Source: an optimization exercise on an open RTL-to-GDS flow (aim: a short achievable clock period and few clock cycles). Production flows keep margins and buffers that such runs may drop.
Power is estimated from default activity; no workload was simulated.

==> flow/design.v <==
module cache(PRead_request, PWrite_request, PWrite_data, PAddress, clk, rst, MRead_data, MRead_ready, MWrite_done,
             MRead_request, MWrite_request, MWrite_data, MAddress, PRead_ready, PWrite_done, PRead_data);
input PRead_request;
input PWrite_request;
input [7:0] PWrite_data;
input [7:0] PAddress;
output PRead_ready;
output PWrite_done;
output [7:0] PRead_data;
output MRead_request;
output MWrite_request;
output [7:0] MWrite_data;
output [7:0] MAddress;
input MRead_ready;
input MWrite_done;
input [31:0] MRead_data;
input clk;
input rst;
reg [31:0] blocks [7:0];
reg [2:0]  cache_tags [7:0];
reg [7:0]  valid;
reg       answer;        
reg       miss_state;    
reg [7:0] read_byte;     
reg       write_hit;     
wire [2:0] p_tag           = PAddress[7:5];
wire [2:0] p_block_select  = PAddress[4:2];
wire [1:0] p_byte_in_block = PAddress[1:0];
wire cache_hit = valid[p_block_select] & (cache_tags[p_block_select] == p_tag);
wire lookup    = ~answer & ~miss_state;
wire read_hit  = lookup & PRead_request & cache_hit;
wire read_miss = lookup & PRead_request & ~cache_hit;
wire fill      = miss_state & MRead_ready;
wire update    = write_hit & MWrite_done;
wire [31:0] line = fill ? MRead_data : blocks[p_block_select];
wire [7:0] line_byte = (p_byte_in_block == 2'd0) ? line[7:0] :
                       (p_byte_in_block == 2'd1) ? line[15:8] :
                       (p_byte_in_block == 2'd2) ? line[23:16] : line[31:24];
always @(posedge clk) begin
    if (rst) begin
        valid      <= 8'h00;
        answer     <= 1'b0;
        miss_state <= 1'b0;
    end else begin
        if (fill)
            valid[p_block_select] <= 1'b1;
        answer <= read_hit | fill;
        if (lookup)
            miss_state <= read_miss;
        else if (MRead_ready)
            miss_state <= 1'b0;
    end
end
always @(posedge clk) begin
    read_byte <= line_byte;
    write_hit <= PWrite_request & cache_hit;
end
always @(posedge clk) begin
    if (fill) begin
        blocks[p_block_select]     <= MRead_data;
        cache_tags[p_block_select] <= p_tag;
    end else if (update) begin
        case (p_byte_in_block)
            2'd0: blocks[p_block_select][7:0]   <= PWrite_data;
            2'd1: blocks[p_block_select][15:8]  <= PWrite_data;
            2'd2: blocks[p_block_select][23:16] <= PWrite_data;
            2'd3: blocks[p_block_select][31:24] <= PWrite_data;
        endcase
    end
end
assign PRead_ready    = answer;
assign PRead_data     = read_byte;
assign PWrite_done    = MWrite_done;
assign MRead_request  = miss_state;
assign MWrite_request = PWrite_request;
assign MWrite_data    = PWrite_data;
assign MAddress       = {PAddress[7:2], miss_state ? 2'b00 : p_byte_in_block};
endmodule
Settings: LEC_CHECK=0, ABC_CLOCK_PERIOD_IN_PS=2200, CAP_MARGIN=20, CORE_MARGIN=2, CORE_UTILIZATION=40, SETUP_SLACK_MARGIN=2.8, SLEW_MARGIN=20; clock period 5.0 ns.
run.sh (not shown) runs the stock make flow with config.mk's settings and CLKGATE_MAP_FILE= SYNTH_SCRIPT=/design/flow/synth_recipe.tcl, a recipe that flattens the netlist after the stock synthesis.
The starting point completed without violations.
==> next run, changes <==
--- a/flow/design.v
+++ b/flow/design.v
@@ -19,40 +19,45 @@
 reg [31:0] blocks [7:0];
 reg [2:0]  cache_tags [7:0];
 reg [7:0]  valid;
-reg       answer;        
+reg       hit_state;     
 reg       miss_state;    
-reg [7:0] read_byte;     
+reg [3:0] miss_sel;      
+reg [7:0] hit_byte;      
 reg       write_hit;     
 wire [2:0] p_tag           = PAddress[7:5];
 wire [2:0] p_block_select  = PAddress[4:2];
 wire [1:0] p_byte_in_block = PAddress[1:0];
 wire cache_hit = valid[p_block_select] & (cache_tags[p_block_select] == p_tag);
-wire lookup    = ~answer & ~miss_state;
+wire lookup    = ~hit_state & ~miss_state;
 wire read_hit  = lookup & PRead_request & cache_hit;
 wire read_miss = lookup & PRead_request & ~cache_hit;
 wire fill      = miss_state & MRead_ready;
 wire update    = write_hit & MWrite_done;
-wire [31:0] line = fill ? MRead_data : blocks[p_block_select];
-wire [7:0] line_byte = (p_byte_in_block == 2'd0) ? line[7:0] :
-                       (p_byte_in_block == 2'd1) ? line[15:8] :
-                       (p_byte_in_block == 2'd2) ? line[23:16] : line[31:24];
+wire [31:0] line = blocks[p_block_select];
+wire [7:0] cache_byte = (p_byte_in_block == 2'd0) ? line[7:0] :
+                        (p_byte_in_block == 2'd1) ? line[15:8] :
+                        (p_byte_in_block == 2'd2) ? line[23:16] : line[31:24];
 always @(posedge clk) begin
     if (rst) begin
         valid      <= 8'h00;
-        answer     <= 1'b0;
+        hit_state  <= 1'b0;
         miss_state <= 1'b0;
+        miss_sel   <= 4'b0000;
     end else begin
         if (fill)
             valid[p_block_select] <= 1'b1;
-        answer <= read_hit | fill;
-        if (lookup)
+        hit_state <= read_hit;
+        if (lookup) begin
             miss_state <= read_miss;
-        else if (MRead_ready)
+            miss_sel   <= {4{read_miss}} & (4'b0001 << p_byte_in_block);
+        end else if (MRead_ready) begin
             miss_state <= 1'b0;
+            miss_sel   <= 4'b0000;
+        end
     end
 end
 always @(posedge clk) begin
-    read_byte <= line_byte;
+    hit_byte  <= read_hit ? cache_byte : 8'h00;
     write_hit <= PWrite_request & cache_hit;
 end
 always @(posedge clk) begin
@@ -68,8 +73,10 @@
         endcase
     end
 end
-assign PRead_ready    = answer;
-assign PRead_data     = read_byte;
+assign PRead_ready    = hit_state | fill;
+assign PRead_data     = hit_byte |
+                        ({8{miss_sel[0]}} & MRead_data[7:0])   | ({8{miss_sel[1]}} & MRead_data[15:8]) |
+                        ({8{miss_sel[2]}} & MRead_data[23:16]) | ({8{miss_sel[3]}} & MRead_data[31:24]);
 assign PWrite_done    = MWrite_done;
 assign MRead_request  = miss_state;
 assign MWrite_request = PWrite_request;
Outcome:
- The changed run passed the timing, design-rule and antenna checks
- via count went down by 8.3%
- global-route usage is lower by 2.5 points
- worst setup slack loses 0.32 ns
- final area goes down by 4.4%
- hold slack barely changes
- combinational power shrinks by 24%
- total power is lower by about 7%
- flip-flop and latch count is higher by 4
Function was not checked in any run of this note: the RTL went through the layout flow alone.

## what the ideal ports hide
How much do the figures lean on ideal ports? The routed layouts below were timed once more, with nothing changed but the port constraints. Step 1: set_driving_cell puts a clkbuf_16 on clk and a buf_2 on each other input, an assumption about the parent block. Step 2 also shifts input and output timing later by t, the mid clock arrival at the registers, as if the neighbouring blocks saw the same clock. a / b / c = ideal / step 1 / step 2; a / b = the first two.
run | t, ns | setup WS [ns] | clock arrival spread, ns
the first run | 0.554 | 2.572 / 2.540 / 2.008 | 0.019 / 0.019
the second run | 0.619 | 2.255 / 2.217 / 1.935 | 0.020 / 0.019
After both steps every run listed still meets setup and hold. For the first run, which loses most, drivers alone change the setup slack by -0.032 ns; drivers and shift together by -0.564 ns.
